What follows belongs to an exercise in optimizing a design on an open flow for small area and a short achievable clock period; a production flow would make more cautious choices. The RTL of this run was laid out without a check of its function. No activity file was given, so power comes from the tool's default toggle rates.

===== config.mk =====
export PLATFORM = sky130hd
export DESIGN_NAME = CPU
export DESIGN_NICKNAME = CPU
export VERILOG_FILES = /design/flow/design.v
export SDC_FILE = /design/flow/constraint.sdc
export NUM_CORES = 4
export LEC_CHECK = 0
export ABC_AREA = 1
export CAP_MARGIN = 20
export CORE_MARGIN = 2
export CORE_UTILIZATION = 40
export SETUP_SLACK_MARGIN = 5
export SLEW_MARGIN = 20

===== constraint.sdc =====
create_clock -name core_clock -period 12.0 [get_ports {clk}]
set_input_delay 2.4000 -clock core_clock [delete_from_list [all_inputs] [get_ports {clk}]]
set_output_delay 2.4000 -clock core_clock [all_outputs]
set_load 0.01 [all_outputs]

===== design.v =====
`timescale 1ns / 1ps
module smul(input wire [7:0] a, input wire [7:0] b, output wire [7:0] y);
  wire pp1 = a[0] & b[0];
  wire pp2 = a[0] & b[1];
  wire pp3 = a[0] & b[2];
  wire pp4 = a[0] & b[3];
  wire pp5 = a[0] & b[4];
  wire pp6 = a[0] & b[5];
  wire pp7 = a[0] & b[6];
  wire pp8 = a[0] & b[7];
  wire pp9 = a[1] & b[0];
  wire pp10 = a[1] & b[1];
  wire pp11 = a[1] & b[2];
  wire pp12 = a[1] & b[3];
  wire pp13 = a[1] & b[4];
  wire pp14 = a[1] & b[5];
  wire pp15 = a[1] & b[6];
  wire pp16 = a[2] & b[0];
  wire pp17 = a[2] & b[1];
  wire pp18 = a[2] & b[2];
  wire pp19 = a[2] & b[3];
  wire pp20 = a[2] & b[4];
  wire pp21 = a[2] & b[5];
  wire pp22 = a[3] & b[0];
  wire pp23 = a[3] & b[1];
  wire pp24 = a[3] & b[2];
  wire pp25 = a[3] & b[3];
  wire pp26 = a[3] & b[4];
  wire pp27 = a[4] & b[0];
  wire pp28 = a[4] & b[1];
  wire pp29 = a[4] & b[2];
  wire pp30 = a[4] & b[3];
  wire pp31 = a[5] & b[0];
  wire pp32 = a[5] & b[1];
  wire pp33 = a[5] & b[2];
  wire pp34 = a[6] & b[0];
  wire pp35 = a[6] & b[1];
  wire pp36 = a[7] & b[0];
  wire h39 = pp3 ^ pp10;
  wire s37 = h39 ^ pp16;
  wire c38 = h39 ? pp16 : pp3;
  wire h42 = pp4 ^ pp11;
  wire s40 = h42 ^ pp17;
  wire c41 = h42 ? pp17 : pp4;
  wire h45 = pp22 ^ c38;
  wire s43 = h45 ^ s40;
  wire c44 = h45 ? s40 : pp22;
  wire h48 = pp5 ^ pp12;
  wire s46 = h48 ^ pp18;
  wire c47 = h48 ? pp18 : pp5;
  wire h51 = pp23 ^ pp27;
  wire s49 = h51 ^ c41;
  wire c50 = h51 ? c41 : pp23;
  wire h54 = s46 ^ c44;
  wire s52 = h54 ^ s49;
  wire c53 = h54 ? s49 : s46;
  wire h57 = pp6 ^ pp13;
  wire s55 = h57 ^ pp19;
  wire c56 = h57 ? pp19 : pp6;
  wire h60 = pp24 ^ pp28;
  wire s58 = h60 ^ pp31;
  wire c59 = h60 ? pp31 : pp24;
  wire h63 = c47 ^ s55;
  wire s61 = h63 ^ s58;
  wire c62 = h63 ? s58 : c47;
  wire h66 = c50 ^ s61;
  wire s64 = h66 ^ c53;
  wire c65 = h66 ? c53 : c50;
  wire h69 = pp7 ^ pp14;
  wire s67 = h69 ^ pp20;
  wire c68 = h69 ? pp20 : pp7;
  wire h72 = pp25 ^ pp29;
  wire s70 = h72 ^ pp32;
  wire c71 = h72 ? pp32 : pp25;
  wire h75 = pp34 ^ c56;
  wire s73 = h75 ^ c59;
  wire c74 = h75 ? c59 : pp34;
  wire h78 = s67 ^ s70;
  wire s76 = h78 ^ c62;
  wire c77 = h78 ? c62 : s67;
  wire h81 = s73 ^ s76;
  wire s79 = h81 ^ c65;
  wire c80 = h81 ? c65 : s73;
  wire x82 = pp8 ^ pp15;
  wire x83 = pp21 ^ pp26;
  wire x84 = pp30 ^ pp33;
  wire x85 = pp35 ^ pp36;
  wire x86 = x82 ^ x83;
  wire x87 = x84 ^ x85;
  wire x88 = c68 ^ c71;
  wire x89 = x86 ^ x87;
  wire x90 = x88 ^ x89;
  wire x91 = c74 ^ x90;
  wire x92 = x91 ^ c77;
  wire x93 = x92 ^ c80;
  wire [7:0] rx = {x93, s79, s64, s52, s43, s37, pp2, pp1};
  wire [7:0] ry = {1'b0, 1'b0, 1'b0, 1'b0, 1'b0, 1'b0, pp9, 1'b0};
  assign y = rx + ry;
endmodule
module vdot_tree(input wire [63:0] a, input wire [63:0] b, output wire [7:0] y);
  wire pp1 = a[0] & b[0];
  wire pp2 = a[0] & b[1];
  wire pp3 = a[0] & b[2];
  wire pp4 = a[0] & b[3];
  wire pp5 = a[0] & b[4];
  wire pp6 = a[0] & b[5];
  wire pp7 = a[0] & b[6];
  wire pp8 = a[0] & b[7];
  wire pp9 = a[1] & b[0];
  wire pp10 = a[1] & b[1];
  wire pp11 = a[1] & b[2];
  wire pp12 = a[1] & b[3];
  wire pp13 = a[1] & b[4];
  wire pp14 = a[1] & b[5];
  wire pp15 = a[1] & b[6];
  wire pp16 = a[2] & b[0];
  wire pp17 = a[2] & b[1];
  wire pp18 = a[2] & b[2];
  wire pp19 = a[2] & b[3];
  wire pp20 = a[2] & b[4];
  wire pp21 = a[2] & b[5];
  wire pp22 = a[3] & b[0];
  wire pp23 = a[3] & b[1];
  wire pp24 = a[3] & b[2];
  wire pp25 = a[3] & b[3];
  wire pp26 = a[3] & b[4];
  wire pp27 = a[4] & b[0];
  wire pp28 = a[4] & b[1];
  wire pp29 = a[4] & b[2];
  wire pp30 = a[4] & b[3];
  wire pp31 = a[5] & b[0];
  wire pp32 = a[5] & b[1];
  wire pp33 = a[5] & b[2];
  wire pp34 = a[6] & b[0];
  wire pp35 = a[6] & b[1];
  wire pp36 = a[7] & b[0];
  wire pp37 = a[8] & b[8];
  wire pp38 = a[8] & b[9];
  wire pp39 = a[8] & b[10];
  wire pp40 = a[8] & b[11];
  wire pp41 = a[8] & b[12];
  wire pp42 = a[8] & b[13];
  wire pp43 = a[8] & b[14];
  wire pp44 = a[8] & b[15];
  wire pp45 = a[9] & b[8];
  wire pp46 = a[9] & b[9];
  wire pp47 = a[9] & b[10];
  wire pp48 = a[9] & b[11];
  wire pp49 = a[9] & b[12];
  wire pp50 = a[9] & b[13];
  wire pp51 = a[9] & b[14];
  wire pp52 = a[10] & b[8];
  wire pp53 = a[10] & b[9];
  wire pp54 = a[10] & b[10];
  wire pp55 = a[10] & b[11];
  wire pp56 = a[10] & b[12];
  wire pp57 = a[10] & b[13];
  wire pp58 = a[11] & b[8];
  wire pp59 = a[11] & b[9];
  wire pp60 = a[11] & b[10];
  wire pp61 = a[11] & b[11];
  wire pp62 = a[11] & b[12];
  wire pp63 = a[12] & b[8];
  wire pp64 = a[12] & b[9];
  wire pp65 = a[12] & b[10];
  wire pp66 = a[12] & b[11];
  wire pp67 = a[13] & b[8];
  wire pp68 = a[13] & b[9];
  wire pp69 = a[13] & b[10];
  wire pp70 = a[14] & b[8];
  wire pp71 = a[14] & b[9];
  wire pp72 = a[15] & b[8];
  wire pp73 = a[16] & b[16];
  wire pp74 = a[16] & b[17];
  wire pp75 = a[16] & b[18];
  wire pp76 = a[16] & b[19];
  wire pp77 = a[16] & b[20];
  wire pp78 = a[16] & b[21];
  wire pp79 = a[16] & b[22];
  wire pp80 = a[16] & b[23];
  wire pp81 = a[17] & b[16];
  wire pp82 = a[17] & b[17];
  wire pp83 = a[17] & b[18];
  wire pp84 = a[17] & b[19];
  wire pp85 = a[17] & b[20];
  wire pp86 = a[17] & b[21];
  wire pp87 = a[17] & b[22];
  wire pp88 = a[18] & b[16];
  wire pp89 = a[18] & b[17];
  wire pp90 = a[18] & b[18];
  wire pp91 = a[18] & b[19];
  wire pp92 = a[18] & b[20];
  wire pp93 = a[18] & b[21];
  wire pp94 = a[19] & b[16];
  wire pp95 = a[19] & b[17];
  wire pp96 = a[19] & b[18];
  wire pp97 = a[19] & b[19];
  wire pp98 = a[19] & b[20];
  wire pp99 = a[20] & b[16];
  wire pp100 = a[20] & b[17];
  wire pp101 = a[20] & b[18];
  wire pp102 = a[20] & b[19];
  wire pp103 = a[21] & b[16];
  wire pp104 = a[21] & b[17];
  wire pp105 = a[21] & b[18];
  wire pp106 = a[22] & b[16];
  wire pp107 = a[22] & b[17];
  wire pp108 = a[23] & b[16];
  wire pp109 = a[24] & b[24];
  wire pp110 = a[24] & b[25];
  wire pp111 = a[24] & b[26];
  wire pp112 = a[24] & b[27];
  wire pp113 = a[24] & b[28];
  wire pp114 = a[24] & b[29];
  wire pp115 = a[24] & b[30];
  wire pp116 = a[24] & b[31];
  wire pp117 = a[25] & b[24];
  wire pp118 = a[25] & b[25];
  wire pp119 = a[25] & b[26];
  wire pp120 = a[25] & b[27];
  wire pp121 = a[25] & b[28];
  wire pp122 = a[25] & b[29];
  wire pp123 = a[25] & b[30];
  wire pp124 = a[26] & b[24];
  wire pp125 = a[26] & b[25];
  wire pp126 = a[26] & b[26];
  wire pp127 = a[26] & b[27];
  wire pp128 = a[26] & b[28];
  wire pp129 = a[26] & b[29];
  wire pp130 = a[27] & b[24];
  wire pp131 = a[27] & b[25];
  wire pp132 = a[27] & b[26];
  wire pp133 = a[27] & b[27];
  wire pp134 = a[27] & b[28];
  wire pp135 = a[28] & b[24];
  wire pp136 = a[28] & b[25];
  wire pp137 = a[28] & b[26];
  wire pp138 = a[28] & b[27];
  wire pp139 = a[29] & b[24];
  wire pp140 = a[29] & b[25];
  wire pp141 = a[29] & b[26];
  wire pp142 = a[30] & b[24];
  wire pp143 = a[30] & b[25];
  wire pp144 = a[31] & b[24];
  wire pp145 = a[32] & b[32];
  wire pp146 = a[32] & b[33];
  wire pp147 = a[32] & b[34];
  wire pp148 = a[32] & b[35];
  wire pp149 = a[32] & b[36];
  wire pp150 = a[32] & b[37];
  wire pp151 = a[32] & b[38];
  wire pp152 = a[32] & b[39];
  wire pp153 = a[33] & b[32];
  wire pp154 = a[33] & b[33];
  wire pp155 = a[33] & b[34];
  wire pp156 = a[33] & b[35];
  wire pp157 = a[33] & b[36];
  wire pp158 = a[33] & b[37];
  wire pp159 = a[33] & b[38];
  wire pp160 = a[34] & b[32];
  wire pp161 = a[34] & b[33];
  wire pp162 = a[34] & b[34];
  wire pp163 = a[34] & b[35];
  wire pp164 = a[34] & b[36];
  wire pp165 = a[34] & b[37];
  wire pp166 = a[35] & b[32];
  wire pp167 = a[35] & b[33];
  wire pp168 = a[35] & b[34];
  wire pp169 = a[35] & b[35];
  wire pp170 = a[35] & b[36];
  wire pp171 = a[36] & b[32];
  wire pp172 = a[36] & b[33];
  wire pp173 = a[36] & b[34];
  wire pp174 = a[36] & b[35];
  wire pp175 = a[37] & b[32];
  wire pp176 = a[37] & b[33];
  wire pp177 = a[37] & b[34];
  wire pp178 = a[38] & b[32];
  wire pp179 = a[38] & b[33];
  wire pp180 = a[39] & b[32];
  wire pp181 = a[40] & b[40];
  wire pp182 = a[40] & b[41];
  wire pp183 = a[40] & b[42];
  wire pp184 = a[40] & b[43];
  wire pp185 = a[40] & b[44];
  wire pp186 = a[40] & b[45];
  wire pp187 = a[40] & b[46];
  wire pp188 = a[40] & b[47];
  wire pp189 = a[41] & b[40];
  wire pp190 = a[41] & b[41];
  wire pp191 = a[41] & b[42];
  wire pp192 = a[41] & b[43];
  wire pp193 = a[41] & b[44];
  wire pp194 = a[41] & b[45];
  wire pp195 = a[41] & b[46];
  wire pp196 = a[42] & b[40];
  wire pp197 = a[42] & b[41];
  wire pp198 = a[42] & b[42];
  wire pp199 = a[42] & b[43];
  wire pp200 = a[42] & b[44];
  wire pp201 = a[42] & b[45];
  wire pp202 = a[43] & b[40];
  wire pp203 = a[43] & b[41];
  wire pp204 = a[43] & b[42];
  wire pp205 = a[43] & b[43];
  wire pp206 = a[43] & b[44];
  wire pp207 = a[44] & b[40];
  wire pp208 = a[44] & b[41];
  wire pp209 = a[44] & b[42];
  wire pp210 = a[44] & b[43];
  wire pp211 = a[45] & b[40];
  wire pp212 = a[45] & b[41];
  wire pp213 = a[45] & b[42];
  wire pp214 = a[46] & b[40];
  wire pp215 = a[46] & b[41];
  wire pp216 = a[47] & b[40];
  wire pp217 = a[48] & b[48];
  wire pp218 = a[48] & b[49];
  wire pp219 = a[48] & b[50];
  wire pp220 = a[48] & b[51];
  wire pp221 = a[48] & b[52];
  wire pp222 = a[48] & b[53];
  wire pp223 = a[48] & b[54];
  wire pp224 = a[48] & b[55];
  wire pp225 = a[49] & b[48];
  wire pp226 = a[49] & b[49];
  wire pp227 = a[49] & b[50];
  wire pp228 = a[49] & b[51];
  wire pp229 = a[49] & b[52];
  wire pp230 = a[49] & b[53];
  wire pp231 = a[49] & b[54];
  wire pp232 = a[50] & b[48];
  wire pp233 = a[50] & b[49];
  wire pp234 = a[50] & b[50];
  wire pp235 = a[50] & b[51];
  wire pp236 = a[50] & b[52];
  wire pp237 = a[50] & b[53];
  wire pp238 = a[51] & b[48];
  wire pp239 = a[51] & b[49];
  wire pp240 = a[51] & b[50];
  wire pp241 = a[51] & b[51];
  wire pp242 = a[51] & b[52];
  wire pp243 = a[52] & b[48];
  wire pp244 = a[52] & b[49];
  wire pp245 = a[52] & b[50];
  wire pp246 = a[52] & b[51];
  wire pp247 = a[53] & b[48];
  wire pp248 = a[53] & b[49];
  wire pp249 = a[53] & b[50];
  wire pp250 = a[54] & b[48];
  wire pp251 = a[54] & b[49];
  wire pp252 = a[55] & b[48];
  wire pp253 = a[56] & b[56];
  wire pp254 = a[56] & b[57];
  wire pp255 = a[56] & b[58];
  wire pp256 = a[56] & b[59];
  wire pp257 = a[56] & b[60];
  wire pp258 = a[56] & b[61];
  wire pp259 = a[56] & b[62];
  wire pp260 = a[56] & b[63];
  wire pp261 = a[57] & b[56];
  wire pp262 = a[57] & b[57];
  wire pp263 = a[57] & b[58];
  wire pp264 = a[57] & b[59];
  wire pp265 = a[57] & b[60];
  wire pp266 = a[57] & b[61];
  wire pp267 = a[57] & b[62];
  wire pp268 = a[58] & b[56];
  wire pp269 = a[58] & b[57];
  wire pp270 = a[58] & b[58];
  wire pp271 = a[58] & b[59];
  wire pp272 = a[58] & b[60];
  wire pp273 = a[58] & b[61];
  wire pp274 = a[59] & b[56];
  wire pp275 = a[59] & b[57];
  wire pp276 = a[59] & b[58];
  wire pp277 = a[59] & b[59];
  wire pp278 = a[59] & b[60];
  wire pp279 = a[60] & b[56];
  wire pp280 = a[60] & b[57];
  wire pp281 = a[60] & b[58];
  wire pp282 = a[60] & b[59];
  wire pp283 = a[61] & b[56];
  wire pp284 = a[61] & b[57];
  wire pp285 = a[61] & b[58];
  wire pp286 = a[62] & b[56];
  wire pp287 = a[62] & b[57];
  wire pp288 = a[63] & b[56];
  wire s289 = pp1 ^ pp37 ^ pp73;
  wire c290 = (pp1 & pp37) | (pp1 & pp73) | (pp37 & pp73);
  wire s291 = pp109 ^ pp145 ^ pp181;
  wire c292 = (pp109 & pp145) | (pp109 & pp181) | (pp145 & pp181);
  wire h295 = pp217 ^ pp253;
  wire s293 = h295 ^ s289;
  wire c294 = h295 ? s289 : pp217;
  wire s296 = pp2 ^ pp9 ^ pp38;
  wire c297 = (pp2 & pp9) | (pp2 & pp38) | (pp9 & pp38);
  wire s298 = pp45 ^ pp74 ^ pp81;
  wire c299 = (pp45 & pp74) | (pp45 & pp81) | (pp74 & pp81);
  wire s300 = pp110 ^ pp117 ^ pp146;
  wire c301 = (pp110 & pp117) | (pp110 & pp146) | (pp117 & pp146);
  wire s302 = pp153 ^ pp182 ^ pp189;
  wire c303 = (pp153 & pp182) | (pp153 & pp189) | (pp182 & pp189);
  wire s304 = pp218 ^ pp225 ^ pp254;
  wire c305 = (pp218 & pp225) | (pp218 & pp254) | (pp225 & pp254);
  wire h308 = pp261 ^ c290;
  wire s306 = h308 ^ c292;
  wire c307 = h308 ? c292 : pp261;
  wire h311 = s296 ^ s298;
  wire s309 = h311 ^ s300;
  wire c310 = h311 ? s300 : s296;
  wire h314 = s302 ^ s304;
  wire s312 = h314 ^ c294;
  wire c313 = h314 ? c294 : s302;
  wire h317 = s306 ^ s309;
  wire s315 = h317 ^ s312;
  wire c316 = h317 ? s312 : s306;
  wire s318 = pp3 ^ pp10 ^ pp16;
  wire c319 = (pp3 & pp10) | (pp3 & pp16) | (pp10 & pp16);
  wire s320 = pp39 ^ pp46 ^ pp52;
  wire c321 = (pp39 & pp46) | (pp39 & pp52) | (pp46 & pp52);
  wire s322 = pp75 ^ pp82 ^ pp88;
  wire c323 = (pp75 & pp82) | (pp75 & pp88) | (pp82 & pp88);
  wire s324 = pp111 ^ pp118 ^ pp124;
  wire c325 = (pp111 & pp118) | (pp111 & pp124) | (pp118 & pp124);
  wire s326 = pp147 ^ pp154 ^ pp160;
  wire c327 = (pp147 & pp154) | (pp147 & pp160) | (pp154 & pp160);
  wire s328 = pp183 ^ pp190 ^ pp196;
  wire c329 = (pp183 & pp190) | (pp183 & pp196) | (pp190 & pp196);
  wire s330 = pp219 ^ pp226 ^ pp232;
  wire c331 = (pp219 & pp226) | (pp219 & pp232) | (pp226 & pp232);
  wire s332 = pp255 ^ pp262 ^ pp268;
  wire c333 = (pp255 & pp262) | (pp255 & pp268) | (pp262 & pp268);
  wire h336 = c297 ^ c299;
  wire s334 = h336 ^ c301;
  wire c335 = h336 ? c301 : c297;
  wire h339 = c303 ^ c305;
  wire s337 = h339 ^ s318;
  wire c338 = h339 ? s318 : c303;
  wire h342 = s320 ^ s322;
  wire s340 = h342 ^ s324;
  wire c341 = h342 ? s324 : s320;
  wire h345 = s326 ^ s328;
  wire s343 = h345 ^ s330;
  wire c344 = h345 ? s330 : s326;
  wire h348 = s332 ^ c307;
  wire s346 = h348 ^ c310;
  wire c347 = h348 ? c310 : s332;
  wire h351 = s334 ^ s337;
  wire s349 = h351 ^ s340;
  wire c350 = h351 ? s340 : s334;
  wire h354 = s343 ^ c313;
  wire s352 = h354 ^ s346;
  wire c353 = h354 ? s346 : s343;
  wire h357 = s349 ^ c316;
  wire s355 = h357 ^ s352;
  wire c356 = h357 ? s352 : s349;
  wire s358 = pp4 ^ pp11 ^ pp17;
  wire c359 = (pp4 & pp11) | (pp4 & pp17) | (pp11 & pp17);
  wire s360 = pp22 ^ pp40 ^ pp47;
  wire c361 = (pp22 & pp40) | (pp22 & pp47) | (pp40 & pp47);
  wire s362 = pp53 ^ pp58 ^ pp76;
  wire c363 = (pp53 & pp58) | (pp53 & pp76) | (pp58 & pp76);
  wire s364 = pp83 ^ pp89 ^ pp94;
  wire c365 = (pp83 & pp89) | (pp83 & pp94) | (pp89 & pp94);
  wire s366 = pp112 ^ pp119 ^ pp125;
  wire c367 = (pp112 & pp119) | (pp112 & pp125) | (pp119 & pp125);
  wire s368 = pp130 ^ pp148 ^ pp155;
  wire c369 = (pp130 & pp148) | (pp130 & pp155) | (pp148 & pp155);
  wire s370 = pp161 ^ pp166 ^ pp184;
  wire c371 = (pp161 & pp166) | (pp161 & pp184) | (pp166 & pp184);
  wire s372 = pp191 ^ pp197 ^ pp202;
  wire c373 = (pp191 & pp197) | (pp191 & pp202) | (pp197 & pp202);
  wire s374 = pp220 ^ pp227 ^ pp233;
  wire c375 = (pp220 & pp227) | (pp220 & pp233) | (pp227 & pp233);
  wire s376 = pp238 ^ pp256 ^ pp263;
  wire c377 = (pp238 & pp256) | (pp238 & pp263) | (pp256 & pp263);
  wire h380 = pp269 ^ pp274;
  wire s378 = h380 ^ c319;
  wire c379 = h380 ? c319 : pp269;
  wire h383 = c321 ^ c323;
  wire s381 = h383 ^ c325;
  wire c382 = h383 ? c325 : c321;
  wire h386 = c327 ^ c329;
  wire s384 = h386 ^ c331;
  wire c385 = h386 ? c331 : c327;
  wire h389 = c333 ^ s358;
  wire s387 = h389 ^ s360;
  wire c388 = h389 ? s360 : c333;
  wire h392 = s362 ^ s364;
  wire s390 = h392 ^ s366;
  wire c391 = h392 ? s366 : s362;
  wire h395 = s368 ^ s370;
  wire s393 = h395 ^ s372;
  wire c394 = h395 ? s372 : s368;
  wire h398 = s374 ^ s376;
  wire s396 = h398 ^ c335;
  wire c397 = h398 ? c335 : s374;
  wire h401 = c338 ^ c341;
  wire s399 = h401 ^ c344;
  wire c400 = h401 ? c344 : c338;
  wire h404 = s378 ^ s381;
  wire s402 = h404 ^ s384;
  wire c403 = h404 ? s384 : s378;
  wire h407 = s387 ^ s390;
  wire s405 = h407 ^ s393;
  wire c406 = h407 ? s393 : s387;
  wire h410 = c347 ^ s396;
  wire s408 = h410 ^ c350;
  wire c409 = h410 ? c350 : c347;
  wire h413 = s399 ^ s402;
  wire s411 = h413 ^ s405;
  wire c412 = h413 ? s405 : s399;
  wire h416 = c353 ^ s408;
  wire s414 = h416 ^ s411;
  wire c415 = h416 ? s411 : c353;
  wire s417 = pp5 ^ pp12 ^ pp18;
  wire c418 = (pp5 & pp12) | (pp5 & pp18) | (pp12 & pp18);
  wire s419 = pp23 ^ pp27 ^ pp41;
  wire c420 = (pp23 & pp27) | (pp23 & pp41) | (pp27 & pp41);
  wire s421 = pp48 ^ pp54 ^ pp59;
  wire c422 = (pp48 & pp54) | (pp48 & pp59) | (pp54 & pp59);
  wire s423 = pp63 ^ pp77 ^ pp84;
  wire c424 = (pp63 & pp77) | (pp63 & pp84) | (pp77 & pp84);
  wire s425 = pp90 ^ pp95 ^ pp99;
  wire c426 = (pp90 & pp95) | (pp90 & pp99) | (pp95 & pp99);
  wire s427 = pp113 ^ pp120 ^ pp126;
  wire c428 = (pp113 & pp120) | (pp113 & pp126) | (pp120 & pp126);
  wire s429 = pp131 ^ pp135 ^ pp149;
  wire c430 = (pp131 & pp135) | (pp131 & pp149) | (pp135 & pp149);
  wire s431 = pp156 ^ pp162 ^ pp167;
  wire c432 = (pp156 & pp162) | (pp156 & pp167) | (pp162 & pp167);
  wire s433 = pp171 ^ pp185 ^ pp192;
  wire c434 = (pp171 & pp185) | (pp171 & pp192) | (pp185 & pp192);
  wire s435 = pp198 ^ pp203 ^ pp207;
  wire c436 = (pp198 & pp203) | (pp198 & pp207) | (pp203 & pp207);
  wire s437 = pp221 ^ pp228 ^ pp234;
  wire c438 = (pp221 & pp228) | (pp221 & pp234) | (pp228 & pp234);
  wire s439 = pp239 ^ pp243 ^ pp257;
  wire c440 = (pp239 & pp243) | (pp239 & pp257) | (pp243 & pp257);
  wire s441 = pp264 ^ pp270 ^ pp275;
  wire c442 = (pp264 & pp270) | (pp264 & pp275) | (pp270 & pp275);
  wire h445 = pp279 ^ c359;
  wire s443 = h445 ^ c361;
  wire c444 = h445 ? c361 : pp279;
  wire h448 = c363 ^ c365;
  wire s446 = h448 ^ c367;
  wire c447 = h448 ? c367 : c363;
  wire h451 = c369 ^ c371;
  wire s449 = h451 ^ c373;
  wire c450 = h451 ? c373 : c369;
  wire h454 = c375 ^ c377;
  wire s452 = h454 ^ s417;
  wire c453 = h454 ? s417 : c375;
  wire h457 = s419 ^ s421;
  wire s455 = h457 ^ s423;
  wire c456 = h457 ? s423 : s419;
  wire h460 = s425 ^ s427;
  wire s458 = h460 ^ s429;
  wire c459 = h460 ? s429 : s425;
  wire h463 = s431 ^ s433;
  wire s461 = h463 ^ s435;
  wire c462 = h463 ? s435 : s431;
  wire h466 = s437 ^ s439;
  wire s464 = h466 ^ s441;
  wire c465 = h466 ? s441 : s437;
  wire h469 = c379 ^ c382;
  wire s467 = h469 ^ c385;
  wire c468 = h469 ? c385 : c379;
  wire h472 = c388 ^ c391;
  wire s470 = h472 ^ c394;
  wire c471 = h472 ? c394 : c388;
  wire h475 = s443 ^ s446;
  wire s473 = h475 ^ s449;
  wire c474 = h475 ? s449 : s443;
  wire h478 = s452 ^ s455;
  wire s476 = h478 ^ s458;
  wire c477 = h478 ? s458 : s452;
  wire h481 = s461 ^ s464;
  wire s479 = h481 ^ c397;
  wire c480 = h481 ? c397 : s461;
  wire h484 = c400 ^ c403;
  wire s482 = h484 ^ s467;
  wire c483 = h484 ? s467 : c400;
  wire h487 = c406 ^ s470;
  wire s485 = h487 ^ s473;
  wire c486 = h487 ? s473 : c406;
  wire h490 = s476 ^ s479;
  wire s488 = h490 ^ c409;
  wire c489 = h490 ? c409 : s476;
  wire h493 = s482 ^ c412;
  wire s491 = h493 ^ s485;
  wire c492 = h493 ? s485 : s482;
  wire h496 = s488 ^ s491;
  wire s494 = h496 ^ c415;
  wire c495 = h496 ? c415 : s488;
  wire s497 = pp6 ^ pp13 ^ pp19;
  wire c498 = (pp6 & pp13) | (pp6 & pp19) | (pp13 & pp19);
  wire s499 = pp24 ^ pp28 ^ pp31;
  wire c500 = (pp24 & pp28) | (pp24 & pp31) | (pp28 & pp31);
  wire s501 = pp42 ^ pp49 ^ pp55;
  wire c502 = (pp42 & pp49) | (pp42 & pp55) | (pp49 & pp55);
  wire s503 = pp60 ^ pp64 ^ pp67;
  wire c504 = (pp60 & pp64) | (pp60 & pp67) | (pp64 & pp67);
  wire s505 = pp78 ^ pp85 ^ pp91;
  wire c506 = (pp78 & pp85) | (pp78 & pp91) | (pp85 & pp91);
  wire s507 = pp96 ^ pp100 ^ pp103;
  wire c508 = (pp96 & pp100) | (pp96 & pp103) | (pp100 & pp103);
  wire s509 = pp114 ^ pp121 ^ pp127;
  wire c510 = (pp114 & pp121) | (pp114 & pp127) | (pp121 & pp127);
  wire s511 = pp132 ^ pp136 ^ pp139;
  wire c512 = (pp132 & pp136) | (pp132 & pp139) | (pp136 & pp139);
  wire s513 = pp150 ^ pp157 ^ pp163;
  wire c514 = (pp150 & pp157) | (pp150 & pp163) | (pp157 & pp163);
  wire s515 = pp168 ^ pp172 ^ pp175;
  wire c516 = (pp168 & pp172) | (pp168 & pp175) | (pp172 & pp175);
  wire s517 = pp186 ^ pp193 ^ pp199;
  wire c518 = (pp186 & pp193) | (pp186 & pp199) | (pp193 & pp199);
  wire s519 = pp204 ^ pp208 ^ pp211;
  wire c520 = (pp204 & pp208) | (pp204 & pp211) | (pp208 & pp211);
  wire s521 = pp222 ^ pp229 ^ pp235;
  wire c522 = (pp222 & pp229) | (pp222 & pp235) | (pp229 & pp235);
  wire s523 = pp240 ^ pp244 ^ pp247;
  wire c524 = (pp240 & pp244) | (pp240 & pp247) | (pp244 & pp247);
  wire s525 = pp258 ^ pp265 ^ pp271;
  wire c526 = (pp258 & pp265) | (pp258 & pp271) | (pp265 & pp271);
  wire s527 = pp276 ^ pp280 ^ pp283;
  wire c528 = (pp276 & pp280) | (pp276 & pp283) | (pp280 & pp283);
  wire h531 = c418 ^ c420;
  wire s529 = h531 ^ c422;
  wire c530 = h531 ? c422 : c418;
  wire h534 = c424 ^ c426;
  wire s532 = h534 ^ c428;
  wire c533 = h534 ? c428 : c424;
  wire h537 = c430 ^ c432;
  wire s535 = h537 ^ c434;
  wire c536 = h537 ? c434 : c430;
  wire h540 = c436 ^ c438;
  wire s538 = h540 ^ c440;
  wire c539 = h540 ? c440 : c436;
  wire h543 = c442 ^ s497;
  wire s541 = h543 ^ s499;
  wire c542 = h543 ? s499 : c442;
  wire h546 = s501 ^ s503;
  wire s544 = h546 ^ s505;
  wire c545 = h546 ? s505 : s501;
  wire h549 = s507 ^ s509;
  wire s547 = h549 ^ s511;
  wire c548 = h549 ? s511 : s507;
  wire h552 = s513 ^ s515;
  wire s550 = h552 ^ s517;
  wire c551 = h552 ? s517 : s513;
  wire h555 = s519 ^ s521;
  wire s553 = h555 ^ s523;
  wire c554 = h555 ? s523 : s519;
  wire h558 = s525 ^ s527;
  wire s556 = h558 ^ c444;
  wire c557 = h558 ? c444 : s525;
  wire h561 = c447 ^ c450;
  wire s559 = h561 ^ c453;
  wire c560 = h561 ? c453 : c447;
  wire h564 = c456 ^ c459;
  wire s562 = h564 ^ c462;
  wire c563 = h564 ? c462 : c456;
  wire h567 = c465 ^ s529;
  wire s565 = h567 ^ s532;
  wire c566 = h567 ? s532 : c465;
  wire h570 = s535 ^ s538;
  wire s568 = h570 ^ s541;
  wire c569 = h570 ? s541 : s535;
  wire h573 = s544 ^ s547;
  wire s571 = h573 ^ s550;
  wire c572 = h573 ? s550 : s544;
  wire h576 = s553 ^ c468;
  wire s574 = h576 ^ c471;
  wire c575 = h576 ? c471 : s553;
  wire h579 = c474 ^ s556;
  wire s577 = h579 ^ c477;
  wire c578 = h579 ? c477 : c474;
  wire h582 = s559 ^ s562;
  wire s580 = h582 ^ s565;
  wire c581 = h582 ? s565 : s559;
  wire h585 = s568 ^ s571;
  wire s583 = h585 ^ c480;
  wire c584 = h585 ? c480 : s568;
  wire h588 = c483 ^ c486;
  wire s586 = h588 ^ s574;
  wire c587 = h588 ? s574 : c483;
  wire h591 = s577 ^ s580;
  wire s589 = h591 ^ s583;
  wire c590 = h591 ? s583 : s577;
  wire h594 = c489 ^ s586;
  wire s592 = h594 ^ c492;
  wire c593 = h594 ? c492 : c489;
  wire h597 = s589 ^ s592;
  wire s595 = h597 ^ c495;
  wire c596 = h597 ? c495 : s589;
  wire s598 = pp7 ^ pp14 ^ pp20;
  wire c599 = (pp7 & pp14) | (pp7 & pp20) | (pp14 & pp20);
  wire s600 = pp25 ^ pp29 ^ pp32;
  wire c601 = (pp25 & pp29) | (pp25 & pp32) | (pp29 & pp32);
  wire s602 = pp34 ^ pp43 ^ pp50;
  wire c603 = (pp34 & pp43) | (pp34 & pp50) | (pp43 & pp50);
  wire s604 = pp56 ^ pp61 ^ pp65;
  wire c605 = (pp56 & pp61) | (pp56 & pp65) | (pp61 & pp65);
  wire s606 = pp68 ^ pp70 ^ pp79;
  wire c607 = (pp68 & pp70) | (pp68 & pp79) | (pp70 & pp79);
  wire s608 = pp86 ^ pp92 ^ pp97;
  wire c609 = (pp86 & pp92) | (pp86 & pp97) | (pp92 & pp97);
  wire s610 = pp101 ^ pp104 ^ pp106;
  wire c611 = (pp101 & pp104) | (pp101 & pp106) | (pp104 & pp106);
  wire s612 = pp115 ^ pp122 ^ pp128;
  wire c613 = (pp115 & pp122) | (pp115 & pp128) | (pp122 & pp128);
  wire s614 = pp133 ^ pp137 ^ pp140;
  wire c615 = (pp133 & pp137) | (pp133 & pp140) | (pp137 & pp140);
  wire s616 = pp142 ^ pp151 ^ pp158;
  wire c617 = (pp142 & pp151) | (pp142 & pp158) | (pp151 & pp158);
  wire s618 = pp164 ^ pp169 ^ pp173;
  wire c619 = (pp164 & pp169) | (pp164 & pp173) | (pp169 & pp173);
  wire s620 = pp176 ^ pp178 ^ pp187;
  wire c621 = (pp176 & pp178) | (pp176 & pp187) | (pp178 & pp187);
  wire s622 = pp194 ^ pp200 ^ pp205;
  wire c623 = (pp194 & pp200) | (pp194 & pp205) | (pp200 & pp205);
  wire s624 = pp209 ^ pp212 ^ pp214;
  wire c625 = (pp209 & pp212) | (pp209 & pp214) | (pp212 & pp214);
  wire s626 = pp223 ^ pp230 ^ pp236;
  wire c627 = (pp223 & pp230) | (pp223 & pp236) | (pp230 & pp236);
  wire s628 = pp241 ^ pp245 ^ pp248;
  wire c629 = (pp241 & pp245) | (pp241 & pp248) | (pp245 & pp248);
  wire s630 = pp250 ^ pp259 ^ pp266;
  wire c631 = (pp250 & pp259) | (pp250 & pp266) | (pp259 & pp266);
  wire s632 = pp272 ^ pp277 ^ pp281;
  wire c633 = (pp272 & pp277) | (pp272 & pp281) | (pp277 & pp281);
  wire h636 = pp284 ^ pp286;
  wire s634 = h636 ^ c498;
  wire c635 = h636 ? c498 : pp284;
  wire h639 = c500 ^ c502;
  wire s637 = h639 ^ c504;
  wire c638 = h639 ? c504 : c500;
  wire h642 = c506 ^ c508;
  wire s640 = h642 ^ c510;
  wire c641 = h642 ? c510 : c506;
  wire h645 = c512 ^ c514;
  wire s643 = h645 ^ c516;
  wire c644 = h645 ? c516 : c512;
  wire h648 = c518 ^ c520;
  wire s646 = h648 ^ c522;
  wire c647 = h648 ? c522 : c518;
  wire h651 = c524 ^ c526;
  wire s649 = h651 ^ c528;
  wire c650 = h651 ? c528 : c524;
  wire h654 = s598 ^ s600;
  wire s652 = h654 ^ s602;
  wire c653 = h654 ? s602 : s598;
  wire h657 = s604 ^ s606;
  wire s655 = h657 ^ s608;
  wire c656 = h657 ? s608 : s604;
  wire h660 = s610 ^ s612;
  wire s658 = h660 ^ s614;
  wire c659 = h660 ? s614 : s610;
  wire h663 = s616 ^ s618;
  wire s661 = h663 ^ s620;
  wire c662 = h663 ? s620 : s616;
  wire h666 = s622 ^ s624;
  wire s664 = h666 ^ s626;
  wire c665 = h666 ? s626 : s622;
  wire h669 = s628 ^ s630;
  wire s667 = h669 ^ s632;
  wire c668 = h669 ? s632 : s628;
  wire h672 = c530 ^ c533;
  wire s670 = h672 ^ c536;
  wire c671 = h672 ? c536 : c530;
  wire h675 = c539 ^ c542;
  wire s673 = h675 ^ c545;
  wire c674 = h675 ? c545 : c539;
  wire h678 = c548 ^ c551;
  wire s676 = h678 ^ c554;
  wire c677 = h678 ? c554 : c548;
  wire h681 = s634 ^ s637;
  wire s679 = h681 ^ s640;
  wire c680 = h681 ? s640 : s634;
  wire h684 = s643 ^ s646;
  wire s682 = h684 ^ s649;
  wire c683 = h684 ? s649 : s643;
  wire h687 = s652 ^ s655;
  wire s685 = h687 ^ s658;
  wire c686 = h687 ? s658 : s652;
  wire h690 = s661 ^ s664;
  wire s688 = h690 ^ s667;
  wire c689 = h690 ? s667 : s661;
  wire h693 = c557 ^ c560;
  wire s691 = h693 ^ c563;
  wire c692 = h693 ? c563 : c557;
  wire h696 = c566 ^ s670;
  wire s694 = h696 ^ c569;
  wire c695 = h696 ? c569 : c566;
  wire h699 = c572 ^ s673;
  wire s697 = h699 ^ s676;
  wire c698 = h699 ? s676 : c572;
  wire h702 = s679 ^ s682;
  wire s700 = h702 ^ s685;
  wire c701 = h702 ? s685 : s679;
  wire h705 = s688 ^ c575;
  wire s703 = h705 ^ c578;
  wire c704 = h705 ? c578 : s688;
  wire h708 = c581 ^ s691;
  wire s706 = h708 ^ s694;
  wire c707 = h708 ? s694 : c581;
  wire h711 = s697 ^ s700;
  wire s709 = h711 ^ c584;
  wire c710 = h711 ? c584 : s697;
  wire h714 = c587 ^ s703;
  wire s712 = h714 ^ s706;
  wire c713 = h714 ? s706 : c587;
  wire h717 = c590 ^ s709;
  wire s715 = h717 ^ c593;
  wire c716 = h717 ? c593 : c590;
  wire h720 = s712 ^ s715;
  wire s718 = h720 ^ c596;
  wire c719 = h720 ? c596 : s712;
  wire x721 = pp8 ^ pp15;
  wire x722 = pp21 ^ pp26;
  wire x723 = pp30 ^ pp33;
  wire x724 = pp35 ^ pp36;
  wire x725 = pp44 ^ pp51;
  wire x726 = pp57 ^ pp62;
  wire x727 = pp66 ^ pp69;
  wire x728 = pp71 ^ pp72;
  wire x729 = pp80 ^ pp87;
  wire x730 = pp93 ^ pp98;
  wire x731 = pp102 ^ pp105;
  wire x732 = pp107 ^ pp108;
  wire x733 = pp116 ^ pp123;
  wire x734 = pp129 ^ pp134;
  wire x735 = pp138 ^ pp141;
  wire x736 = pp143 ^ pp144;
  wire x737 = pp152 ^ pp159;
  wire x738 = pp165 ^ pp170;
  wire x739 = pp174 ^ pp177;
  wire x740 = pp179 ^ pp180;
  wire x741 = pp188 ^ pp195;
  wire x742 = pp201 ^ pp206;
  wire x743 = pp210 ^ pp213;
  wire x744 = pp215 ^ pp216;
  wire x745 = pp224 ^ pp231;
  wire x746 = pp237 ^ pp242;
  wire x747 = pp246 ^ pp249;
  wire x748 = pp251 ^ pp252;
  wire x749 = pp260 ^ pp267;
  wire x750 = pp273 ^ pp278;
  wire x751 = pp282 ^ pp285;
  wire x752 = pp287 ^ pp288;
  wire x753 = x721 ^ x722;
  wire x754 = x723 ^ x724;
  wire x755 = x725 ^ x726;
  wire x756 = x727 ^ x728;
  wire x757 = x729 ^ x730;
  wire x758 = x731 ^ x732;
  wire x759 = x733 ^ x734;
  wire x760 = x735 ^ x736;
  wire x761 = x737 ^ x738;
  wire x762 = x739 ^ x740;
  wire x763 = x741 ^ x742;
  wire x764 = x743 ^ x744;
  wire x765 = x745 ^ x746;
  wire x766 = x747 ^ x748;
  wire x767 = x749 ^ x750;
  wire x768 = x751 ^ x752;
  wire x769 = c599 ^ c601;
  wire x770 = c603 ^ c605;
  wire x771 = c607 ^ c609;
  wire x772 = c611 ^ c613;
  wire x773 = c615 ^ c617;
  wire x774 = c619 ^ c621;
  wire x775 = c623 ^ c625;
  wire x776 = c627 ^ c629;
  wire x777 = c631 ^ c633;
  wire x778 = x753 ^ x754;
  wire x779 = x755 ^ x756;
  wire x780 = x757 ^ x758;
  wire x781 = x759 ^ x760;
  wire x782 = x761 ^ x762;
  wire x783 = x763 ^ x764;
  wire x784 = x765 ^ x766;
  wire x785 = x767 ^ x768;
  wire x786 = x769 ^ x770;
  wire x787 = x771 ^ x772;
  wire x788 = x773 ^ x774;
  wire x789 = x775 ^ x776;
  wire x790 = x777 ^ x778;
  wire x791 = x779 ^ x780;
  wire x792 = x781 ^ x782;
  wire x793 = x783 ^ x784;
  wire x794 = x785 ^ c635;
  wire x795 = c638 ^ c641;
  wire x796 = c644 ^ c647;
  wire x797 = c650 ^ c653;
  wire x798 = c656 ^ c659;
  wire x799 = c662 ^ c665;
  wire x800 = c668 ^ x786;
  wire x801 = x787 ^ x788;
  wire x802 = x789 ^ x790;
  wire x803 = x791 ^ x792;
  wire x804 = x793 ^ x794;
  wire x805 = x795 ^ x796;
  wire x806 = x797 ^ x798;
  wire x807 = x799 ^ x800;
  wire x808 = x801 ^ x802;
  wire x809 = x803 ^ c671;
  wire x810 = c674 ^ c677;
  wire x811 = c680 ^ c683;
  wire x812 = x804 ^ x805;
  wire x813 = c686 ^ c689;
  wire x814 = x806 ^ x807;
  wire x815 = x808 ^ x809;
  wire x816 = x810 ^ x811;
  wire x817 = x812 ^ x813;
  wire x818 = x814 ^ c692;
  wire x819 = x815 ^ c695;
  wire x820 = c698 ^ x816;
  wire x821 = c701 ^ x817;
  wire x822 = x818 ^ x819;
  wire x823 = x820 ^ x821;
  wire x824 = c704 ^ x822;
  wire x825 = c707 ^ x823;
  wire x826 = x824 ^ x825;
  wire x827 = c710 ^ c713;
  wire x828 = x826 ^ x827;
  wire x829 = c716 ^ x828;
  wire x830 = x829 ^ c719;
  wire [7:0] rx = {x830, s718, s595, s494, c356, s355, s315, s291};
  wire [7:0] ry = {1'b0, 1'b0, 1'b0, 1'b0, s414, 1'b0, 1'b0, s293};
  assign y = rx + ry;
endmodule
`timescale 1ns / 1ps
module CPU( input clk,
	input rst,
	input wire [31:0] inst,
	input wire [63:0]	main_memory_input_data_path,
	output reg[63:0] main_memory_output_data_path,
	output wire[31:0] pc_inst_addr,
	output wire		Vector_Write_Access,
	output wire		Memory_Write_Access,
	output wire		Load_Vector_Flag,
	output wire 		Load_Word_Flag,
	output wire[11:0]	Main_Memory_Address
	);
	wire [5:0] op  = inst[31:26];
	wire [4:0] rd  = inst[25:21];
	wire [4:0] rs1 = inst[20:16];
	wire [4:0] rs2 = inst[15:11];
	wire [7:0] imm = inst[15:8];
	wire [63:0] mem = main_memory_input_data_path;
	wire op_add  = op == 6'b000000;
	wire op_sub  = op == 6'b000001;
	wire op_mul  = op == 6'b000010;
	wire op_and  = op == 6'b000100;
	wire op_or   = op == 6'b000101;
	wire op_xor  = op == 6'b000110;
	wire op_sll  = op == 6'b001000;
	wire op_srl  = op == 6'b001001;
	wire op_slt  = op == 6'b001010;
	wire op_seq  = op == 6'b001011;
	wire op_addi = op == 6'b001101;
	wire op_andi = op == 6'b001110;
	wire op_xori = op == 6'b001111;
	wire op_slti = op == 6'b101000;
	wire op_vadd = op == 6'b010000;
	wire op_vsub = op == 6'b010001;
	wire op_vdot = op == 6'b010010;
	wire op_lw   = op == 6'b100101;
	wire op_lv   = op == 6'b101101;
	wire op_sw   = op == 6'b100110;
	wire op_sv   = op == 6'b101110;
	wire op_rar  = op == 6'b101111;
	wire op_raw  = op == 6'b101100;
	wire op_beq  = op == 6'b100011;
	wire op_bgt  = op == 6'b011111;
	wire op_jmp  = op == 6'b110000;
	assign Load_Word_Flag      = op_lw | op_rar;
	assign Load_Vector_Flag    = op_lv | op_rar;
	assign Memory_Write_Access = op_sw | op_raw;
	assign Vector_Write_Access = op_sv | op_raw;
	assign Main_Memory_Address = inst[11:0];
	wire imm_sel = op_addi | op_andi | op_xori | op_slti | op_beq | op_bgt;
	wire s_we = op_add | op_sub | op_mul | op_and | op_or | op_xor | op_sll | op_srl |
	            op_slt | op_seq | op_addi | op_andi | op_xori | op_slti | op_lw;
	wire v_we = op_vadd | op_vsub | op_vdot | op_lv;
	reg [7:0]  R [0:30];
	reg [63:0] V [0:2];
	reg [31:0] T;
	reg [31:0] PC;
	assign pc_inst_addr = PC;
	wire [255:0] rf;
	genvar g;
	generate
		for (g = 0; g < 31; g = g + 1) begin : rf_flat
			assign rf[8*g +: 8] = R[g];
		end
	endgenerate
	assign rf[255:248] = 8'd0;
	function [7:0] rdmux(input [255:0] x, input [4:0] s);
		reg [63:0] l1;
		reg [15:0] l2;
		integer q;
		begin
			for (q = 0; q < 8; q = q + 1)
				case (s[1:0])
					2'd0: l1[8*q +: 8] = x[32*q +: 8];
					2'd1: l1[8*q +: 8] = x[32*q + 8 +: 8];
					2'd2: l1[8*q +: 8] = x[32*q + 16 +: 8];
					default: l1[8*q +: 8] = x[32*q + 24 +: 8];
				endcase
			for (q = 0; q < 2; q = q + 1)
				case (s[3:2])
					2'd0: l2[8*q +: 8] = l1[32*q +: 8];
					2'd1: l2[8*q +: 8] = l1[32*q + 8 +: 8];
					2'd2: l2[8*q +: 8] = l1[32*q + 16 +: 8];
					default: l2[8*q +: 8] = l1[32*q + 24 +: 8];
				endcase
			rdmux = s[4] ? l2[15:8] : l2[7:0];
		end
	endfunction
	wire [7:0] A = rdmux(rf, rs1);
	wire [7:0] B = rdmux(rf, rs2);
	wire nva = op_sw | op_raw;
	wire [63:0] VA = (V[0] & {64{rs1 == 5'd0 && !nva}}) |
	                 (V[1] & {64{rs1 == 5'd1 && !nva}}) |
	                 (V[2] & {64{rs1 == 5'd2 && !nva}});
	wire [63:0] VB = (V[0] & {64{rs2 == 5'd0}}) |
	                 (V[1] & {64{rs2 == 5'd1}}) |
	                 (V[2] & {64{rs2 == 5'd2}});
	always @(*) begin
		main_memory_output_data_path = VA;
		main_memory_output_data_path[7:0] = VA[7:0] | (A & {8{op_sw}}) | (PC[7:0] & {8{op_raw}});
		main_memory_output_data_path[31:8] = VA[31:8] | (PC[31:8] & {24{op_raw}});
	end
	wire [7:0] B2 = imm_sel ? imm : B;
	wire do_sub = !(op_add | op_addi);
	wire [7:0] b2x = B2 ^ {8{do_sub}};
	reg [8:0] dc;
	reg [7:0] diff;
	integer d;
	always @(*) begin
		dc[0] = do_sub;
		for (d = 0; d < 8; d = d + 1) begin
			diff[d] = A[d] ^ b2x[d] ^ dc[d];
			dc[d+1] = (A[d] ^ b2x[d]) ? dc[d] : A[d];
		end
	end
	wire lt = !dc[8];                 
	wire eq = (A == B2);
	wire [7:0] prod;
	smul u_mul(.a(A), .b(B), .y(prod));
	wire [7:0] shl = (B[7:3] != 5'd0) ? 8'd0 : (A << B[2:0]);
	wire [7:0] shr = (B[7:3] != 5'd0) ? 8'd0 : (A >> B[2:0]);
	reg [7:0] alu;
	always @(*) begin
		alu = 8'd0;
		if (op_add | op_addi | op_sub) alu = diff;
		if (op_mul)                    alu = prod;
		if (op_and | op_andi)          alu = A & B2;
		if (op_or)                     alu = A | B2;
		if (op_xor | op_xori)          alu = A ^ B2;
		if (op_sll)                    alu = shl;
		if (op_srl)                    alu = shr;
		if (op_slt | op_slti)          alu = {7'd0, lt};
		if (op_seq)                    alu = {7'd0, eq};
	end
	wire [7:0] s_wdata = op_lw ? mem[7:0] : alu;
	reg [63:0] vaddsub;
	wire [7:0] dot;
	vdot_tree u_dot(.a(VA), .b(VB), .y(dot));
	integer k, m;
	reg [8:0] cy;
	reg [7:0] bb;
	always @(*) begin
		for (k = 0; k < 8; k = k + 1) begin
			bb = VB[8*k +: 8] ^ {8{op_vsub}};
			cy[0] = op_vsub;
			for (m = 0; m < 8; m = m + 1) begin
				vaddsub[8*k+m] = VA[8*k+m] ^ bb[m] ^ cy[m];
				cy[m+1] = (VA[8*k+m] ^ bb[m]) ? cy[m] : VA[8*k+m];
			end
		end
	end
	wire [63:0] v_wdata = op_lv ? mem : (op_vdot ? {56'd0, dot} : vaddsub);
	wire taken = (op_beq & !eq) | (op_bgt & !lt & !eq);
	always @(posedge clk) begin
		if (rst) PC <= 32'd0;
		else if (op_jmp) PC <= {6'd0, inst[25:0]};
		else if (taken) PC <= T;
		else PC <= PC + 32'd4;
	end
	always @(posedge clk)
		if (op_rar) T <= mem[31:0];
	integer j;
	always @(posedge clk) begin
		for (j = 0; j < 31; j = j + 1)
			if (s_we && rd == j) R[j] <= s_wdata;
		for (j = 0; j < 3; j = j + 1)
			if (v_we && rd == j) V[j] <= v_wdata;
	end
endmodule

===== flow/run.sh =====
#!/bin/bash
set -euo pipefail
bash standard.sh "BUFFER_PORTS_ARGS=-buffer_cell sky130_fd_sc_hd__buf_2" \
  "CTS_ARGS=-sink_clustering_enable -repair_clock_nets -dont_use_dummy_load -buf_list {sky130_fd_sc_hd__clkbuf_2 sky130_fd_sc_hd__clkbuf_4 sky130_fd_sc_hd__clkbuf_8}" \
  finish > standard_flow.log 2>&1

===== standard.sh =====
#!/bin/bash
# synth_recipe.tcl (not shown) runs the flow's synth.tcl, then flattens the netlist and writes it again
# the make line also repeats each setting of config.mk as NAME=value (left out here)
make -C /OpenROAD-flow-scripts/flow DESIGN_CONFIG=/design/flow/config.mk WORK_HOME=/design/flow/orfs CLKGATE_MAP_FILE= SYNTH_SCRIPT=/design/flow/synth_recipe.tcl "${@:-finish}"

==> flow_metrics.env <==
export IMPL_outcome="complete, no violations"
export IMPL_ys_seq_elements=504
export IMPL_place_gp_congestion=0.963
export IMPL_slew_viol_final=0
export IMPL_hold_viol_final=0
export IMPL_drv_cap=0
export IMPL_fmax_ghz=0.140
export IMPL_clockRootBuffer="clkbuf_8"
export IMPL_drt_total_wl_mm=158
export IMPL_hold_class="reg2reg"
export IMPL_synth_cell_type_count=66
export IMPL_fillerInstances=8999
export IMPL_num_vias=38600
export IMPL_synth_edff_count=472
export IMPL_seq_area_sq_um=14800
export IMPL_worst_pin_slew_ps=1070
export IMPL_ant_nets=0
export IMPL_final_core_util_pct=49.5
export IMPL_clock_path_buffers=3
export IMPL_wire_per_inst_microns=23.3
export IMPL_dpl_instance_area_sq_um=40700
export IMPL_io_buffer_count=209
export IMPL_hpwlAfterDp_mm=105
export IMPL_r2r_cells=36
export IMPL_clock_sinks=504
export IMPL_crit_required_ps=9600
export IMPL_fp_dieH_microns=313
export IMPL_path_depth=8
export IMPL_dr_first_iter_drc_count=4631
export IMPL_avgSynthCellArea_sq_um=7.51
export IMPL_setup_viol=0
export IMPL_start_util_pct=40.3
export IMPL_worstPathMaxFanout=12
export IMPL_grt_overflow=0
export IMPL_yosys_warnings=3
export IMPL_cp_arrival_ps=4760
export IMPL_cp_slowest_cell="clkinvlp_4"
export IMPL_clk_pin_slew_worst_paths_ps=50
export IMPL_synth_seq_area_share_pct=38.8
export IMPL_ys_flop_type="edfxtp_1"
export IMPL_core_area_sq_um=94900
export IMPL_antenna_found_initial=8
export IMPL_power_leakage_uw=0.0211
export IMPL_grt_max_degree=58
export IMPL_io_pin_count=210
export IMPL_area_growth_pct=22.9
export IMPL_cts_tree="built"
export IMPL_multi_input_comb_area_sq_um=22600
export IMPL_grt_pass1_vias=35300
export IMPL_final_cell_mix="nand2_1, inv_1, edfxtp_1"
export IMPL_ir_drop_mv=0.0765
export IMPL_maxSlewHeadroom_pct=28.7
export IMPL_routed_via_density=5.70
export IMPL_holdPathStages=2
export IMPL_async_reset_ff_share_pct=0
export IMPL_end_kind="primary output"
export IMPL_rows=113
export IMPL_cp_cell_sequence="buf_2 > nand2_2 > clkinvlp_4 > a31oi_1 > nand4_1 > nand2_2 > o221ai_1 > buf_2"
export IMPL_regToRegSetupSlack_ps=7130
export IMPL_track_usage_pct=30.2
export IMPL_rsz0062_at_grt="true"
export IMPL_path_delay_family="simple AND/OR/NAND/NOR gates"
export IMPL_clock_latency_ps=770
export IMPL_drc=0
export IMPL_finalInstanceArea_sq_um=47000
export IMPL_finalCriticalPeriod_ps=7160
export IMPL_final_nets=5698
export IMPL_htreeDepth=3
export IMPL_final_common_cell="nand2_1"
export IMPL_crit_reg2reg_launch="V[2][2]"
export IMPL_synth_net_count=5281
export IMPL_cpPeakStageDelay_ps=480
export IMPL_powerDensity_nw_per_um2=89.0
export IMPL_finalClockSkew_ps=107
export IMPL_die_w_microns=313
export IMPL_reg2reg_to="V[0][7]"
export IMPL_synthCells=5087
export IMPL_synth_area_sq_um=38200
export IMPL_criticalPathCategory="in2out"
export IMPL_tns_ps=0
export IMPL_dr_pass1_iters=7
export IMPL_numCtsBuffers=89
export IMPL_grt_pass1_wl_mm=223
export IMPL_die_area_sq_um=98000
export IMPL_final_layout_size_suffix_gt1_share_pct=20.3
export IMPL_finalCritPeriodShare_pct=59.6
export IMPL_start_kind="input port"
export IMPL_hold_start="T[27]"
export IMPL_min_to="PC[27]"
export IMPL_crit_buf_inv=3
synthesized netlist by cell type, types with 5 or more instances:
| library cell | instances | area [sq um] |
|---|---|---|
| dfxtp_1 | 32 | 641 |
| a221oi_1 | 5 | 43.8 |
| nor2_4 | 8 | 90.1 |
| buf_4 | 33 | 248 |
| nor2_2 | 7 | 43.8 |
| clkbuf_1 | 51 | 191 |
| clkinv_1 | 5 | 18.8 |
| buf_2 | 92 | 460 |
| a32o_1 | 5 | 50.1 |
| o21a_1 | 15 | 113 |
| a21boi_0 | 10 | 75.1 |
| nand2_2 | 17 | 106 |
| nor2_1 | 245 | 920 |
| a31oi_1 | 11 | 68.8 |
| inv_2 | 28 | 105 |
| o21bai_1 | 23 | 173 |
| nand3_2 | 44 | 440 |
| edfxtp_1 | 472 | 14200 |
| inv_1 | 541 | 2030 |
| ha_1 | 22 | 275 |
| a21oi_1 | 109 | 546 |
| a21oi_2 | 5 | 43.8 |
| nand3_1 | 556 | 2780 |
| nor3_1 | 28 | 140 |
| o21ai_1 | 48 | 240 |
| o22ai_1 | 24 | 150 |
| o221ai_1 | 16 | 140 |
| nand4_1 | 51 | 319 |
| a211oi_1 | 6 | 45.0 |
| or2_2 | 19 | 119 |
| o21ai_0 | 263 | 1320 |
| o211ai_1 | 98 | 736 |
| a21boi_1 | 6 | 45.0 |
| fa_1 | 74 | 1480 |
| xor2_1 | 224 | 1960 |
| xnor2_1 | 75 | 657 |
| nand2_1 | 1754 | 6580 |
| nand3b_1 | 8 | 60.1 |
routing by layer:
layer  vias to the layer above  GRT usage (%)  part of all wire [%]
li1                      17600              -                     -
met1                     18300           41.2                    40
met2                      2314           46.9                    44
met3                       393           6.00                    12
met4                         2           12.2                   4.3
met5                         -              0                0.0082
what timing repair did:
action                                  in CTS  in global routing
cloned                                      18                 23
buffers inserted                            97                 98
endpoints found under the setup margin     333                249
resized for setup                          215                362
pin swaps                                   42                136
hold buffers                                 0                  0
layout make-up:
| cell class | instances | area share [%] |
|---|---|---|
| timing repair inverter | 4 | 0.0826 |
| timing repair buffer | 501 | 9.51 |
| antenna | 6 | 0.0320 |
| tap | 1265 | 3.37 |
| clock buffer | 89 | 2.61 |
| inverter | 575 | 4.77 |
| sequential | 504 | 31.5 |
| multi-input combinational | 3829 | 48.1 |
through the flow:
step           total power (uW)  setup WS, ps  cells  hold WS, ps
6_report                   4180          4840   6773          486
5_1_grt                    4320          4680   6771          524
4_1_cts                    4090          4910   6645          491
3_5_place_dp               2740          2960   6441          480
3_3_place_gp               2730          3090   6440          477
2_1_floorplan              2490          5000   5087          466
logic make-up (layout without fill, tap and decap cells):
kind of cell             count (synthesis)  count (layout)  share of synthesized area (%)
AND/OR/NAND/NOR                       2756            2761                           30.9
buffers and inverters                  759            1169                           8.17
AO/OA/AOI/OAI                          665             665                           10.4
flip-flops                             504             504                           38.8
XOR/XNOR                               302             302                           6.98
adder cells (fa/ha/maj)                 96              96                           4.60
multiplexers                             5               5                          0.134
other                                    0               6                              0
worst min-delay path, delay by kind of cell (launching register included):
family | cells | cell delay (ps)
AOI/OAI and AO/OA | 1 | 70
DFF | 1 | 310
and+or+nand+nor | 1 | 70
flip-flops by register name, indices dropped and copies added (netlist names):
register / cells
R: 248
V: 192
PC: 32
T: 32
where the power goes:
part | internal, uW | switching [uW] | total, uW
logic | 289 | 613 | 902
clock network | 648 | 667 | 1320
registers | 1950 | 8.99 | 1960
total | 2890 | 1290 | 4180
worst max-delay path by stage:
stage / from / end
2_1_floorplan: inst[16] / V[0][7]
3_3_place_gp: inst[12] / V[0][7]
3_5_place_dp: inst[12] / V[1][7]
4_1_cts: inst[17] / V[0][7]
5_1_grt: inst[17] / V[0][7]
6_report: inst[18] / main_memory_output_data_path[3]

[what the ideal ports hide]
In the flow no input, the clock included, has a driving cell. The finished layout below was timed again as built, in two steps. Step 1 sets driving cells, clkbuf_16 on the clock port and buf_2 on the other inputs (assumed; they add their load-dependent delay and slew). Step 2 also shifts input and output timing later by t, the mid clock arrival at the registers, as if the neighbouring blocks saw the same clock. Slacks: no drivers / after step 1 / after step 2; pairs: no drivers / after step 1.
t, ns: 0.772
slack for setup (ns): 4.842 / 4.793 / 4.138
hold WS [ns]: 0.486 / 0.486 / 0.486
pins driven straight from the clock port: 1
After both steps this run still meets setup and hold. The setup slack of this run moves by -0.049 ns with the drivers and by -0.704 ns with both steps.
